Context: an optimization exercise on an open-source flow, tuned for small area. The choices shown serve that exercise and are no tape-out recipe. In this exercise RTL edits were held to simulation tests only and were not proved equivalent to the original. Power is estimated from default activity; no workload was simulated.

the reference run:
==> module pong_impact, before the edit <==
module pong_impact(
    input clock,
    input reset,
    input [9:0] bx,
    input [8:0] by,
    input [8:0] pad,
    output reg sent,        
    output reg pt,          
    output reg [2:0] sec    
  );
function ge;
  input [9:0] v;
  input [9:0] k;
  integer i;
  begin
    ge = 1'b1;
    for (i = 0; i < 10; i = i + 1)
      ge = k[i] ? (v[i] & ge) : (v[i] | ge);
  end
endfunction
function le;
  input [9:0] v;
  input [9:0] k;
  integer i;
  begin
    le = 1'b1;
    for (i = 0; i < 10; i = i + 1)
      le = k[i] ? (~v[i] | le) : (~v[i] & le);
  end
endfunction
function [10:0] sub10;
  input [9:0] a;
  input [9:0] b;
  integer i;
  reg c;
  begin
    c = 1'b0;
    for (i = 0; i < 10; i = i + 1) begin
      sub10[i] = a[i] ^ b[i] ^ c;
      c = (~a[i] & b[i]) | (~(a[i] ^ b[i]) & c);
    end
    sub10[10] = c;
  end
endfunction
function [9:0] add10;
  input [9:0] a;
  input [9:0] b;
  integer i;
  reg c;
  begin
    c = 1'b0;
    for (i = 0; i < 10; i = i + 1) begin
      add10[i] = a[i] ^ b[i] ^ c;
      c = (a[i] & b[i]) | ((a[i] ^ b[i]) & c);
    end
  end
endfunction
function [9:0] inc10;
  input [9:0] v;
  input en;
  integer i;
  reg c;
  begin
    c = en;
    for (i = 0; i < 10; i = i + 1) begin
      inc10[i] = v[i] ^ c;
      c = c & v[i];
    end
  end
endfunction
function [9:0] step10;
  input [9:0] v;
  input en;
  input dn;
  integer i;
  reg c;
  begin
    c = en;
    for (i = 0; i < 10; i = i + 1) begin
      step10[i] = v[i] ^ c;
      c = c & (v[i] ^ dn);
    end
  end
endfunction
  reg st, nst;
  wire [10:0] e = sub10({1'b0, by}, {1'b0, pad});
  wire eneg = e[10] & (&e[9:2]) & (e[1] | e[0]);      
  wire onpad = (~e[10] & le(e[9:0], 37)) | eneg;
  wire [5:0] el = e[5:0];
  wire [2:0] sec_code = (eneg | le(el, 2)) ? 3'b101 :    
                        le(el, 8)  ? 3'b110 :            
                        le(el, 13) ? 3'b111 :            
                        le(el, 19) ? 3'b000 :
                        le(el, 25) ? 3'b001 :            
                        le(el, 31) ? 3'b010 :            
                                     3'b011;             
  always @(posedge clock) begin
    st <= nst;
    if (~reset) begin
      nst <= 1'b0;
      sent <= 1'b0;
      pt <= 1'b0;
      sec <= 3'b000;
    end else begin
      if (~st) begin
        if ((bx == 10'd33) & onpad) begin
          pt <= 1'b0;
          sec <= sec_code;
          nst <= 1'b1;
        end else if (~ge(bx, 10) & ~onpad) begin
          pt <= 1'b1;
          nst <= 1'b0;
        end else begin
          pt <= 1'b0;
          sent <= 1'b1;
          nst <= 1'b0;
        end
      end else begin
        if (bx == 10'd630) nst <= 1'b0;
        else begin
          sent <= 1'b0;
          nst <= 1'b1;
        end
      end
    end
  end
endmodule
export LEC_CHECK = 0
export CAP_MARGIN = 20
export CORE_MARGIN = 2
export CORE_UTILIZATION = 40
export SLEW_MARGIN = 20
create_clock -name core_clock -period 10.0 [get_ports {clock}]
standard.sh (not shown) runs the stock make flow with config.mk's settings and CLKGATE_MAP_FILE= SYNTH_SCRIPT=/design/flow/synth_recipe.tcl, a recipe that flattens the netlist after the stock synthesis.
==> flow/flow/run.sh <==
#!/bin/bash
# Own layout flow:
#  1. the standard synthesis (bash standard.sh synth);
#  2. the combinational logic mapped again by ABC with an area-oriented
#     script (deepsyn, best of four seeds); the flip-flops, their names and their cells stay as the
#     standard synthesis made them;
#  3. the standard layout from floorplan to finish on that netlist, with
#     the smallest buffer on each port and a clock tree of small buffers.
# Each tool's output goes to a log file of its own in this folder.
set -euo pipefail
W=$(pwd)
PLAT=${FLOW_PLATFORM:-sky130hd}
R=$W/orfs/results/$PLAT/pong/base
L=$W/orfs/logs/$PLAT/pong/base

bash standard.sh synth > "$W/standard_synth.log" 2>&1

YOSYS=$(command -v yosys || true)
[ -n "$YOSYS" ] || YOSYS=$FLOW_HOME/../tools/install/yosys/bin/yosys
LIB=$FLOW_HOME/platforms/$PLAT/lib/sky130_fd_sc_hd__tt_025C_1v80.lib

cp "$R/1_2_yosys.v" "$W/standard_synth.v"
# the same don't-use cells as the standard synthesis gave ABC
DONT_USE=$(grep -m1 -o -- '^abc -script .*' "$L/1_2_yosys.log" | grep -o -- '-dont_use [^ ]*' | tr '\n' ' ')
# the sequential cells stay as they are
SEQ=$(grep -o 'sky130_fd_sc_hd__\(df\|edf\|sdf\|dl\|sdl\)[a-z0-9_]*' "$W/standard_synth.v" | sort -u | tr '\n' ' ')

# ABC's deepsyn is run with a few random seeds side by side; the smallest
# mapped netlist is kept
remap() {
  local S=$1
  cat > "$W/remap_s$S.ys" <<YS
read_liberty -ignore_miss_func $LIB
read_verilog $W/standard_synth.v
hierarchy -top $FLOW_TOP
setattr -mod -set blackbox 1 $SEQ
flatten
hierarchy -top $FLOW_TOP
opt_clean -purge
tee -o $W/remap_before.txt stat -liberty $LIB
abc -liberty $LIB $DONT_USE -script +strash;&get,-n;&deepsyn,-S,$S,-T,240;&put;dch,-f;amap
opt_clean -purge
setundef -zero
hilomap -singleton -hicell sky130_fd_sc_hd__conb_1 HI -locell sky130_fd_sc_hd__conb_1 LO
insbuf -buf sky130_fd_sc_hd__buf_1 A X
splitnets
opt_clean -purge
read_liberty -lib -ignore_redef $LIB
check -assert
tee -o $W/remap_s$S.txt stat -liberty $LIB
write_verilog -noattr -nohex -nodec $W/remap_s$S.v
YS
  "$YOSYS" -s "$W/remap_s$S.ys" > "$W/remap_s$S.log" 2>&1
}
for S in 0 1 2 3; do remap $S & done
wait
BEST=""
BEST_AREA=""
for S in 0 1 2 3; do
  [ -f "$W/remap_s$S.v" ] || continue
  A=$(grep -m1 'Chip area' "$W/remap_s$S.txt" | awk '{print $NF}')
  if [ -z "$BEST" ] || awk -v a="$A" -v b="$BEST_AREA" 'BEGIN { exit !(a < b) }'; then
    BEST=$S
    BEST_AREA=$A
  fi
done
[ -n "$BEST" ] || { echo "no remapped netlist" >&2; exit 1; }
echo "remap: seed $BEST, area $BEST_AREA" > "$W/remap_choice.txt"
cp "$W/remap_s$BEST.v" "$W/remap.v"

cp "$W/remap.v" "$R/1_2_yosys.v"
rm -f "$R/1_synth.odb" "$R/1_synth.sdc"

export BUFFER_PORTS_ARGS="-buffer_cell sky130_fd_sc_hd__buf_1"
export CTS_ARGS="-sink_clustering_enable -repair_clock_nets -dont_use_dummy_load -buf_list sky130_fd_sc_hd__clkbuf_8"
bash standard.sh > "$W/standard_layout.log" 2>&1
The reference run reached the final stage; the timing, design-rule and antenna checks on its layout passed.
## Diff of input files: the trial run against the reference run
diff --git a/flow/design.v b/flow/design.v
--- a/flow/design.v
+++ b/flow/design.v
@@ -401,13 +401,10 @@
                                      3'b011;             
   always @(posedge clock) begin
     st <= nst;
     if (~reset) begin
       nst <= 1'b0;
-      sent <= 1'b0;
-      pt <= 1'b0;
-      sec <= 3'b000;
     end else begin
       if (~st) begin
         if ((bx == 10'd33) & onpad) begin
           pt <= 1'b0;
           sec <= sec_code;
Between the reference run and the trial run, the clock tree cell share of total cell area does not differ in any meaningful way.
The die height was comparable across the trial run and the reference run.
The trial run against the reference run: portion of total power attributed to combinational logic shows a reduction of 0.2 points, via count lost 157, pre-CTS worst setup slack down 0.53 ns, per-cell via count in the routed design moved down.
Comparing the trial run and the reference run, the higher worst hold slack is on the trial run.
On die width, the trial run and the reference run are neck and neck.
Summary of the trial run over the reference run: footprint of the flip-flops and latches went up; layout buffer count excluding clock buffers went down; switching power as a share of total power went down.

[port drivers added, routing unchanged]
The flow's constraints put no driver on any port. The routed layouts listed below were extracted and timed again, unchanged, in two steps. Step 1, drivers: a clkbuf_16 drives clock and a buf_2 each remaining input, both assumed. Step 2 also shifts input and output timing later by t, the mid clock arrival at the registers, as if the neighbouring blocks saw the same clock. a / b / c = ideal / step 1 / step 2; a / b = the first two.
run	t, ns	setup slack, ns	latest minus earliest clock arrival (ns)	worst slew at a driven data input, ns	pins driven straight from the clock port
the reference run	0.410	5.405 / 5.405 / 5.405	0.031 / 0.031	0.03	1
the trial run	0.416	5.169 / 5.169 / 5.079	0.032 / 0.032	0.03	1
After both steps every run listed still meets setup and hold. For the trial run, which loses most, drivers alone change the setup slack by 0.000 ns; drivers and shift together by -0.090 ns.
